Source: an optimization exercise on an open RTL-to-GDS flow (aim: small area). Production flows keep margins and buffers that such runs may drop.
The RTL was checked by simulation tests, not by an equivalence proof against the original design.
Power figures rest on the tool's default switching activity, not on a simulated workload.

==> build 25: inputs <==
Design DS18B20Z, start of the top module:
module DS18B20Z
(
	input				clk_in,
	input				rst_n_in,
	input				ow_i,
	output	reg			ow_o,
	output	reg			ow_oe,
	output	reg	[15:0]	data_out
);
	reg		[2:0]	jc;
	reg				half;
	wire			j5 = jc[2] & ~jc[1];
	wire			tick = j5 & ~half;
	always @(posedge clk_in or negedge rst_n_in) begin
		if (!rst_n_in) begin
			jc <= 3'd0;
			half <= 1'b0;
		end else begin
			jc <= {jc[1:0], ~jc[2]};
			if (j5) half <= ~half;
		end
	end
	localparam PRE = 3'd0, INITA = 3'd1, INITB = 3'd2, WRITE = 3'd3, CONV = 3'd4, READ = 3'd5;
	reg		[15:0]	cnt;
	reg		[2:0]	ph;
	reg				grp;
	reg		[3:0]	bitn;
	reg		[15:0]	sr;
	function has;
		input [19:0] v;
		input [19:0] k;
		has = (v & k) == k;
	endfunction
	wire	[7:0]	wbyte = bitn[3] ? (grp ? 8'hbe : 8'h44) : 8'hcc;
	wire			wbit = wbyte[bitn[2:0]];
	wire			b7 = bitn[2:0] == 3'd7;
	wire			b15 = bitn == 4'd15;
	wire			sample = ph == READ && cnt[6:0] == 7'd17;
	always @(posedge clk_in) begin
		if (tick && sample) sr <= {ow_i, sr[15:1]};
	end
	reg				done;
	always @(*) begin
		case (ph)
			PRE:	done = has(cnt, 2);
			INITA:	done = has(cnt, 605);
			INITB:	done = has(cnt, 405);
			WRITE:	done = b15 ? has(cnt, 176) : b7 ? has(cnt, 177) : has(cnt, 92);
			CONV:	done = b15 ? has(cnt, 16'h31a2) : has(cnt, 16'hc000);
			default: done = b15 ? has(cnt, 77) : b7 ? has(cnt, 78) : has(cnt, 75);
		endcase
	end
	always @(posedge clk_in or negedge rst_n_in) begin
		if (!rst_n_in) begin
			cnt <= 16'd0;
			ph <= PRE;
			grp <= 1'b0;
			bitn <= 4'd0;
			ow_oe <= 1'b0;
			ow_o <= 1'b0;
			data_out <= 16'h0;
		end else if (tick) begin
			if (done) cnt <= 16'd0;
			else cnt <= cnt + 1'b1;
			if (ph == INITA && has(cnt, 502)) ow_oe <= 1'b0;
			if (ph == WRITE && has(cnt, 87)) ow_oe <= 1'b0;
			if (ph == READ && has(cnt, 4)) ow_oe <= 1'b0;
			if (ph == WRITE && has(cnt, 4)) ow_o <= wbit;
			if (done) begin
				case (ph)
					PRE: begin ph <= INITA; ow_oe <= 1'b1; ow_o <= 1'b0; end
					INITA: begin
						if (ow_i) begin ph <= PRE; grp <= 1'b0; end
						else ph <= INITB;
					end
					INITB: begin ph <= WRITE; ow_oe <= 1'b1; ow_o <= 1'b0; end
					WRITE: begin
						bitn <= bitn + 1'b1;
						if (b15 && !grp) ph <= CONV;
						else begin
							ow_oe <= 1'b1; ow_o <= 1'b0;
							if (b15) ph <= READ;
						end
					end
					CONV: begin
						bitn <= bitn + 1'b1;
  ...
==> module DS18B20Z, before the edit <==
module DS18B20Z
(
	input				clk_in,
	input				rst_n_in,
	input				ow_i,
	output	reg			ow_o,
	output	reg			ow_oe,
	output	reg	[15:0]	data_out
);
	reg		[2:0]	jc;
	reg				half;
	wire			j5 = jc[2] & ~jc[1];
	wire			tick = j5 & ~half;
	always @(posedge clk_in or negedge rst_n_in) begin
		if (!rst_n_in) begin
			jc <= 3'd0;
			half <= 1'b0;
		end else begin
			jc <= {jc[1:0], ~jc[2]};
			if (j5) half <= ~half;
		end
	end
	localparam PRE = 3'd0, INITA = 3'd1, INITB = 3'd2, WRITE = 3'd3, CONV = 3'd4, READ = 3'd5;
	reg		[15:0]	cnt;
	reg		[2:0]	ph;
	reg				grp;
	reg		[3:0]	bitn;
	reg		[15:0]	sr;
	function has;
		input [19:0] v;
		input [19:0] k;
		has = (v & k) == k;
	endfunction
	wire	[7:0]	wbyte = bitn[3] ? (grp ? 8'hbe : 8'h44) : 8'hcc;
	wire			wbit = wbyte[bitn[2:0]];
	wire			b7 = bitn[2:0] == 3'd7;
	wire			b15 = bitn == 4'd15;
	wire			sample = ph == READ && cnt[6:0] == 7'd17;
	always @(posedge clk_in) begin
		if (tick && sample) sr <= {ow_i, sr[15:1]};
	end
	reg				done;
	always @(*) begin
		case (ph)
			PRE:	done = has(cnt, 2);
			INITA:	done = has(cnt, 605);
			INITB:	done = has(cnt, 405);
			WRITE:	done = b15 ? has(cnt, 176) : b7 ? has(cnt, 177) : has(cnt, 92);
			CONV:	done = b15 ? has(cnt, 16'h31a2) : has(cnt, 16'hc000);
			default: done = b15 ? has(cnt, 77) : b7 ? has(cnt, 78) : has(cnt, 75);
		endcase
	end
	always @(posedge clk_in or negedge rst_n_in) begin
		if (!rst_n_in) begin
			cnt <= 16'd0;
			ph <= PRE;
			grp <= 1'b0;
			bitn <= 4'd0;
			ow_oe <= 1'b0;
			ow_o <= 1'b0;
			data_out <= 16'h0;
		end else if (tick) begin
			if (done) cnt <= 16'd0;
			else cnt <= cnt + 1'b1;
			if (ph == INITA && has(cnt, 502)) ow_oe <= 1'b0;
			if (ph == WRITE && has(cnt, 87)) ow_oe <= 1'b0;
			if (ph == READ && has(cnt, 4)) ow_oe <= 1'b0;
			if (ph == WRITE && has(cnt, 4)) ow_o <= wbit;
			if (done) begin
				case (ph)
					PRE: begin ph <= INITA; ow_oe <= 1'b1; ow_o <= 1'b0; end
					INITA: begin
						if (ow_i) begin ph <= PRE; grp <= 1'b0; end
						else ph <= INITB;
					end
					INITB: begin ph <= WRITE; ow_oe <= 1'b1; ow_o <= 1'b0; end
					WRITE: begin
						bitn <= bitn + 1'b1;
						if (b15 && !grp) ph <= CONV;
						else begin
							ow_oe <= 1'b1; ow_o <= 1'b0;
							if (b15) ph <= READ;
						end
					end
					CONV: begin
						bitn <= bitn + 1'b1;
						if (b15) begin ph <= INITA; grp <= 1'b1; ow_oe <= 1'b1; ow_o <= 1'b0; end
					end
					default: begin
						bitn <= bitn + 1'b1;
						if (b15) begin ph <= PRE; grp <= 1'b0; data_out <= sr; end
						else begin ow_oe <= 1'b1; ow_o <= 1'b0; end
					end
				endcase
			end
		end
	end
endmodule
make LEC_CHECK=0 CAP_MARGIN=20 CORE_MARGIN=2 CORE_UTILIZATION=40 SLEW_MARGIN=20 finish   # period 10.0 ns
run.sh (not shown) runs the stock make flow with config.mk's settings and CLKGATE_MAP_FILE= SYNTH_SCRIPT=/design/flow/synth_recipe.tcl, a recipe that flattens the netlist after the stock synthesis.
==> build 35: changes against build 25 <==
==> flow/design.v (replaced) <==
module DS18B20Z
(
	input				clk_in,
	input				rst_n_in,
	input				ow_i,
	output	wire		ow_o,
	output	wire		ow_oe,
	output	reg	[15:0]	data_out
);
	reg		[2:0]	jc;
	reg				half;
	wire			j5 = jc[2] & ~jc[1];
	wire			tick = j5 & ~half;
	always @(posedge clk_in or negedge rst_n_in) begin
		if (!rst_n_in) begin
			jc <= 3'd0;
			half <= 1'b0;
		end else begin
			jc <= {jc[1:0], ~jc[2]};
			if (j5) half <= ~half;
		end
	end
	localparam PRE = 3'd0, INITA = 3'd4, INITB = 3'd7, WRITE = 3'd6, CONV = 3'd5, READ = 3'd2;
	reg		[9:0]	cnt;
	reg		[2:0]	ph;
	reg				grp;
	reg		[3:0]	bitn;
	reg		[15:0]	sr;
	function has;
		input [19:0] v;
		input [19:0] k;
		has = (v & k) == k;
	endfunction
	wire	[7:0]	wbyte = bitn[3] ? (grp ? 8'hbe : 8'h44) : 8'hcc;
	wire			wbit = wbyte[bitn[2:0]];
	wire			b7 = bitn[2:0] == 3'd7;
	wire			b15 = bitn == 4'd15;
	wire			sample = ph == READ && cnt[6:0] == 7'd17;
	reg				done;
	assign ow_oe = (ph == INITA && cnt < 10'd503) || (ph == WRITE && cnt < 10'd88) ||
		(ph == READ && cnt < 10'd5);
	wire			jend = ~sr[4] & sr[3];
	always @(posedge clk_in) begin
		if (tick && (sample || done && (ph == WRITE || ph == CONV && b15)))
			sr <= {ph == READ ? ow_i : ph == CONV ? ~sr[0] : 1'b0, sr[15:1]};
	end
	assign ow_o = wbit && cnt[6:0] > 7'd4;
	always @(*) begin
		case (ph)
			PRE:	done = has(cnt, 2);
			INITA:	done = has(cnt, 605);
			INITB:	done = has(cnt, 405);
			WRITE:	done = b15 ? has(cnt, 176) : b7 ? has(cnt, 177) : has(cnt, 92);
			CONV:	done = b15 && jend && grp ? has(cnt, 226) : has(cnt, 768);
			default: done = b15 ? has(cnt, 77) : b7 ? has(cnt, 78) : has(cnt, 75);
		endcase
	end
	always @(posedge clk_in or negedge rst_n_in) begin
		if (!rst_n_in) begin
			cnt <= 10'd0;
			ph <= PRE;
			grp <= 1'b0;
			bitn <= 4'd0;
			data_out <= 16'h0;
		end else if (tick) begin
			if (done) cnt <= 10'd0;
			else cnt <= cnt + 1'b1;
			if (done) begin
				case (ph)
					PRE: begin ph <= INITA; end
					INITA: begin
						if (ow_i) begin ph <= PRE; grp <= 1'b0; end
						else ph <= INITB;
					end
					INITB: begin ph <= WRITE; end
					WRITE: begin
						bitn <= bitn + 1'b1;
						if (b15 && !grp) ph <= CONV;
						else begin
							if (b15) ph <= READ;
						end
					end
					CONV: begin
						bitn <= bitn + 1'b1;
						if (b15 && jend) begin grp <= 1'b1; if (grp) ph <= INITA; end
					end
					default: begin
						bitn <= bitn + 1'b1;
						if (b15) begin ph <= PRE; grp <= 1'b0; data_out <= sr; end
						else begin end
					end
				endcase
			end
		end
	end
endmodule
==> flow/flow/run.sh (new file) <==
#!/bin/bash
# Own layout flow: the standard synthesis; its combinational logic mapped
# again by ABC for area, with every register instance kept as it is and the
# result proven equivalent (else the standard netlist is kept); then the
# standard layout, with buf_1 port buffers and a clkbuf_8 clock tree without
# dummy loads. Each tool's output goes to a log file in this folder.
set -euo pipefail
W=$(pwd)
R=$W/orfs/results/$FLOW_PLATFORM/DS18B20Z/base
LIB=$FLOW_HOME/platforms/$FLOW_PLATFORM/lib/sky130_fd_sc_hd__tt_025C_1v80.lib
export BUFFER_PORTS_ARGS="-buffer_cell sky130_fd_sc_hd__buf_1"
export CTS_ARGS="-sink_clustering_enable -repair_clock_nets -dont_use_dummy_load -buf_list sky130_fd_sc_hd__clkbuf_8 -sink_clustering_size 64 -sink_clustering_max_diameter 200"

bash standard.sh synth > synth.log 2>&1
cp "$R/1_2_yosys.v" "$W/std.v"

# cells the platform keeps out of use (low-power and probe cells)
DU=$(grep -o 'cell *( *"\?sky130_fd_sc_hd__\(lpflow\|probe\)[a-z0-9_]*' "$LIB" \
	| sed 's/.*(\s*"\?//; s/^/-dont_use /' | tr '\n' ' ')
# a few ABC scripts; the smallest result that is proven equivalent is used
SCRIPTS=(
	"+strash;dc2;dch,-f;amap;strash;dc2;dch,-f;amap"
	"+strash;balance;rewrite;refactor;resub;rewrite,-z;dc2;dch,-f;amap;strash;dc2;dch,-f;amap"
	"+strash;dc2;dc2;dc2;dch,-f;amap;strash;dch,-f;amap;strash;dch,-f;amap"
)
echo "standard netlist kept" > remap_result.txt
for N in 0 1 2; do
	sed "s|@LIB@|$LIB|g; s|@DU@|$DU|; s|@SCRIPT@|${SCRIPTS[$N]}|; s|@N@|$N|g" flow/remap.ys > remap_$N.ys
	yosys -l remap_$N.log -s remap_$N.ys > /dev/null 2>&1 || true
done
for N in $(for N in 0 1 2; do
		[[ -f remap_stat_$N.txt ]] && echo "$(awk '/Chip area/ {print $NF}' remap_stat_$N.txt) $N"
	done | sort -n | awk '{print $2}'); do
	cp "remapped_$N.v" remapped.v
	sed "s|@LIB@|$LIB|g" flow/equiv.ys > equiv.ys
	if yosys -l equiv_$N.log -s equiv.ys > /dev/null 2>&1; then
		cp "$W/remapped.v" "$R/1_2_yosys.v"
		rm -f "$R/1_synth.odb" "$R/1_synth.sdc"
		echo "remapped netlist $N used" > remap_result.txt
		break
	fi
done

bash standard.sh > layout.log 2>&1
==> flow/flow/equiv.ys (new file) <==
read_liberty -ignore_miss_func @LIB@
read_verilog std.v
rename DS18B20Z gold
read_verilog remapped.v
rename DS18B20Z gate
rename -hide gold/c:_*_ gold/w:_*_ gate/c:_*_ gate/w:_*_
flatten gold gate
opt_clean
async2sync
equiv_make gold gate equiv
equiv_simple
equiv_induct
equiv_status -assert equiv
==> flow/flow/remap.ys (new file) <==
read_liberty -ignore_miss_func @LIB@
blackbox sky130_fd_sc_hd__df* sky130_fd_sc_hd__edf* sky130_fd_sc_hd__sdf* sky130_fd_sc_hd__dl* sky130_fd_sc_hd__sed*
read_verilog std.v
hierarchy -top DS18B20Z
flatten
opt_clean
abc -liberty @LIB@ @DU@ -script @SCRIPT@
opt_clean -purge
tee -o remap_stat_@N@.txt stat -liberty @LIB@
write_verilog -noattr -nohex -nodec remapped_@N@.v
==> flow/standard.sh (new file) <==
#!/bin/bash
# synth_recipe.tcl (not shown) runs the flow's synth.tcl, then flattens the netlist and writes it again
# the make line also repeats each setting of config.mk as NAME=value (left out here)
make -C /OpenROAD-flow-scripts/flow DESIGN_CONFIG=/design/flow/config.mk WORK_HOME=/design/flow/orfs CLKGATE_MAP_FILE= SYNTH_SCRIPT=/design/flow/synth_recipe.tcl "${@:-finish}"
- CTS_BUF_LIST: not set -> sky130_fd_sc_hd__clkbuf_8
- CTS_CLUSTER_DIAMETER: not set -> 200
- CTS_CLUSTER_SIZE: not set -> 64
removed: flow/run.sh
==> trial 61: changes against build 25 <==
==> flow/design.v (replaced) <==
module DS18B20Z
(
	input				clk_in,
	input				rst_n_in,
	input				ow_i,
	output	wire		ow_o,
	output	wire		ow_oe,
	output	reg	[15:0]	data_out
);
	reg		[2:0]	jc;
	reg				half;
	wire			j5 = jc[2] & ~jc[1];
	wire			tick = j5 & ~half;
	always @(posedge clk_in or negedge rst_n_in) begin
		if (!rst_n_in) begin
			jc <= 3'd0;
			half <= 1'b0;
		end else begin
			jc <= {jc[1:0], ~jc[2]};
			if (j5) half <= ~half;
		end
	end
	localparam PRE = 3'd0, INITA = 3'd4, INITB = 3'd7, WRITE = 3'd6, CONV = 3'd5, READ = 3'd2;
	reg		[10:0]	cnt;
	reg		[2:0]	ph;
	reg				grp;
	reg		[3:0]	bitn;
	reg		[15:0]	sr;
	function has;
		input [19:0] v;
		input [19:0] k;
		has = (v & k) == k;
	endfunction
	wire	[7:0]	wbyte = bitn[3] ? (grp ? 8'hbe : 8'h44) : 8'hcc;
	wire			wbit = wbyte[bitn[2:0]];
	wire			b7 = bitn[2:0] == 3'd7;
	wire			b15 = bitn == 4'd15;
	wire			sample = ph == READ && cnt[6:0] == 7'd17;
	reg				done;
	assign ow_oe = (ph == INITA && cnt < 11'd503) || (ph == WRITE && cnt < 11'd88) ||
		(ph == READ && cnt < 11'd5);
	wire			jend = ~sr[7] & sr[6];
	always @(posedge clk_in) begin
		if (tick && (sample || done && (ph == WRITE || ph == CONV && b15)))
			sr <= {ph == READ ? ow_i : ph == CONV ? ~sr[0] : 1'b0, sr[15:1]};
	end
	assign ow_o = wbit && cnt[6:0] > 7'd4;
	always @(*) begin
		case (ph)
			PRE:	done = has(cnt, 2);
			INITA:	done = has(cnt, 605);
			INITB:	done = has(cnt, 405);
			WRITE:	done = b15 ? has(cnt, 176) : b7 ? has(cnt, 177) : has(cnt, 92);
			CONV:	done = b15 && jend ? has(cnt, 96) : has(cnt, 1806);
			default: done = b15 ? has(cnt, 77) : b7 ? has(cnt, 78) : has(cnt, 75);
		endcase
	end
	always @(posedge clk_in or negedge rst_n_in) begin
		if (!rst_n_in) begin
			cnt <= 11'd0;
			ph <= PRE;
			grp <= 1'b0;
			bitn <= 4'd0;
			data_out <= 16'h0;
		end else if (tick) begin
			if (done) cnt <= 11'd0;
			else cnt <= cnt + 1'b1;
			if (done) begin
				case (ph)
					PRE: begin ph <= INITA; end
					INITA: begin
						if (ow_i) begin ph <= PRE; grp <= 1'b0; end
						else ph <= INITB;
					end
					INITB: begin ph <= WRITE; end
					WRITE: begin
						bitn <= bitn + 1'b1;
						if (b15 && !grp) ph <= CONV;
						else begin
							if (b15) ph <= READ;
						end
					end
					CONV: begin
						bitn <= bitn + 1'b1;
						if (b15 && jend) begin ph <= INITA; grp <= 1'b1; end
					end
					default: begin
						bitn <= bitn + 1'b1;
						if (b15) begin ph <= PRE; grp <= 1'b0; data_out <= sr; end
						else begin end
					end
				endcase
			end
		end
	end
endmodule
==> flow/flow/run.sh (new file) <==
#!/bin/bash
# Own layout flow: the standard synthesis; its combinational logic mapped
# again by ABC for area, with every register instance kept as it is and the
# result proven equivalent (else the standard netlist is kept); then the
# standard layout, with buf_1 port buffers and a clkbuf_8 clock tree without
# dummy loads. Each tool's output goes to a log file in this folder.
set -euo pipefail
W=$(pwd)
R=$W/orfs/results/$FLOW_PLATFORM/DS18B20Z/base
LIB=$FLOW_HOME/platforms/$FLOW_PLATFORM/lib/sky130_fd_sc_hd__tt_025C_1v80.lib
export BUFFER_PORTS_ARGS="-buffer_cell sky130_fd_sc_hd__buf_1"
export CTS_ARGS="-sink_clustering_enable -repair_clock_nets -dont_use_dummy_load -buf_list sky130_fd_sc_hd__clkbuf_8 -sink_clustering_size 64 -sink_clustering_max_diameter 200"

bash standard.sh synth > synth.log 2>&1
cp "$R/1_2_yosys.v" "$W/std.v"

# cells the platform keeps out of use (low-power and probe cells)
DU=$(grep -o 'cell *( *"\?sky130_fd_sc_hd__\(lpflow\|probe\)[a-z0-9_]*' "$LIB" \
	| sed 's/.*(\s*"\?//; s/^/-dont_use /' | tr '\n' ' ')
sed "s|@LIB@|$LIB|g; s|@DU@|$DU|" flow/remap.ys > remap.ys
sed "s|@LIB@|$LIB|g" flow/equiv.ys > equiv.ys
if yosys -l remap.log -s remap.ys > /dev/null 2>&1 &&
	yosys -l equiv.log -s equiv.ys > /dev/null 2>&1; then
	cp "$W/remapped.v" "$R/1_2_yosys.v"
	rm -f "$R/1_synth.odb" "$R/1_synth.sdc"
	echo "remapped netlist used" > remap_result.txt
else
	echo "standard netlist kept" > remap_result.txt
fi

bash standard.sh > layout.log 2>&1
==> flow/flow/equiv.ys (new file) <==
read_liberty -ignore_miss_func @LIB@
read_verilog std.v
rename DS18B20Z gold
read_verilog remapped.v
rename DS18B20Z gate
rename -hide gold/c:_*_ gold/w:_*_ gate/c:_*_ gate/w:_*_
flatten gold gate
opt_clean
async2sync
equiv_make gold gate equiv
equiv_simple
equiv_induct
equiv_status -assert equiv
==> flow/flow/remap.ys (new file) <==
read_liberty -ignore_miss_func @LIB@
blackbox sky130_fd_sc_hd__df* sky130_fd_sc_hd__edf* sky130_fd_sc_hd__sdf* sky130_fd_sc_hd__dl* sky130_fd_sc_hd__sed*
read_verilog std.v
hierarchy -top DS18B20Z
flatten
opt_clean
abc -liberty @LIB@ @DU@ -script +strash;dc2;dch,-f;amap;strash;dc2;dch,-f;amap
opt_clean -purge
tee -o remap_stat.txt stat -liberty @LIB@
write_verilog -noattr -nohex -nodec remapped.v
==> flow/standard.sh (new file) <==
#!/bin/bash
# synth_recipe.tcl (not shown) runs the flow's synth.tcl, then flattens the netlist and writes it again
# the make line also repeats each setting of config.mk as NAME=value (left out here)
make -C /OpenROAD-flow-scripts/flow DESIGN_CONFIG=/design/flow/config.mk WORK_HOME=/design/flow/orfs CLKGATE_MAP_FILE= SYNTH_SCRIPT=/design/flow/synth_recipe.tcl "${@:-finish}"
- CAP_MARGIN: 20 -> 0
- CORE_UTILIZATION: 40 -> 60
- CTS_BUF_LIST: not set -> sky130_fd_sc_hd__clkbuf_8
- CTS_CLUSTER_DIAMETER: not set -> 200
- CTS_CLUSTER_SIZE: not set -> 64
- SLEW_MARGIN: 20 -> 0
removed: flow/run.sh
==> qor summary <==
metric                                         build 35  trial 61     build 25
Outcome                        timing/DRC/antenna clean  timing/DRC/antenna clean  timing/DRC/antenna clean
Highest cell delay on the worst timing path     0.61 ns   0.80 ns      0.54 ns
Cells after Synth                                   217       215          244
Power drawn by the clock network                 111 uW    107 uW       215 uW
Nature of the critical path endpoint               flop      flop  output port
Wl on met1                                      2280 um   1860 um      2670 um
Worst-path clk slew                             0.09 ns   0.08 ns      0.08 ns
Amount of wire on met2 after detailed routing   2130 um   2220 um      2350 um
Row Count                                            27        22           30
Critical path required time                    10.23 ns  10.18 ns      8.00 ns
Overall power consumption                        341 uW    340 uW       478 uW
R2r startpoint                                    ph[2]   bitn[2]      bitn[0]
Met2 Track Usage GR                               25.8%     38.5%        22.9%

-- separate check: timing with driven ports --
No port has a modelled driver above. Below, the same layouts with a new extraction and two added sets of constraints.
Step 1 sets driving cells, clkbuf_16 on the clock port and buf_2 on the other inputs (assumed; they add their load-dependent delay and slew).
Step 2 moves the port delays by t, midway between the first and last clock arrival at a register: inputs arrive t later, outputs are due t later. That takes back most of the time a late clock gives input paths.
Three values: no drivers, after step 1, after step 2; two values: the first two.
| run | shift t [ns] | slack for setup (ns) | clock arrival spread, ns |
|---|---|---|---|
| build 25 | 0.362 | 6.751 / 6.722 / 6.573 | 0.007 / 0.007 |
| build 35 | 0.326 | 5.270 / 5.270 / 5.270 | 0.027 / 0.027 |
| trial 61 | 0.324 | 5.093 / 5.093 / 5.093 | 0.014 / 0.014 |
After both steps setup and hold are still met in every run listed. For build 25, which loses most, drivers alone change the setup slack by -0.029 ns; drivers and shift together by -0.178 ns.
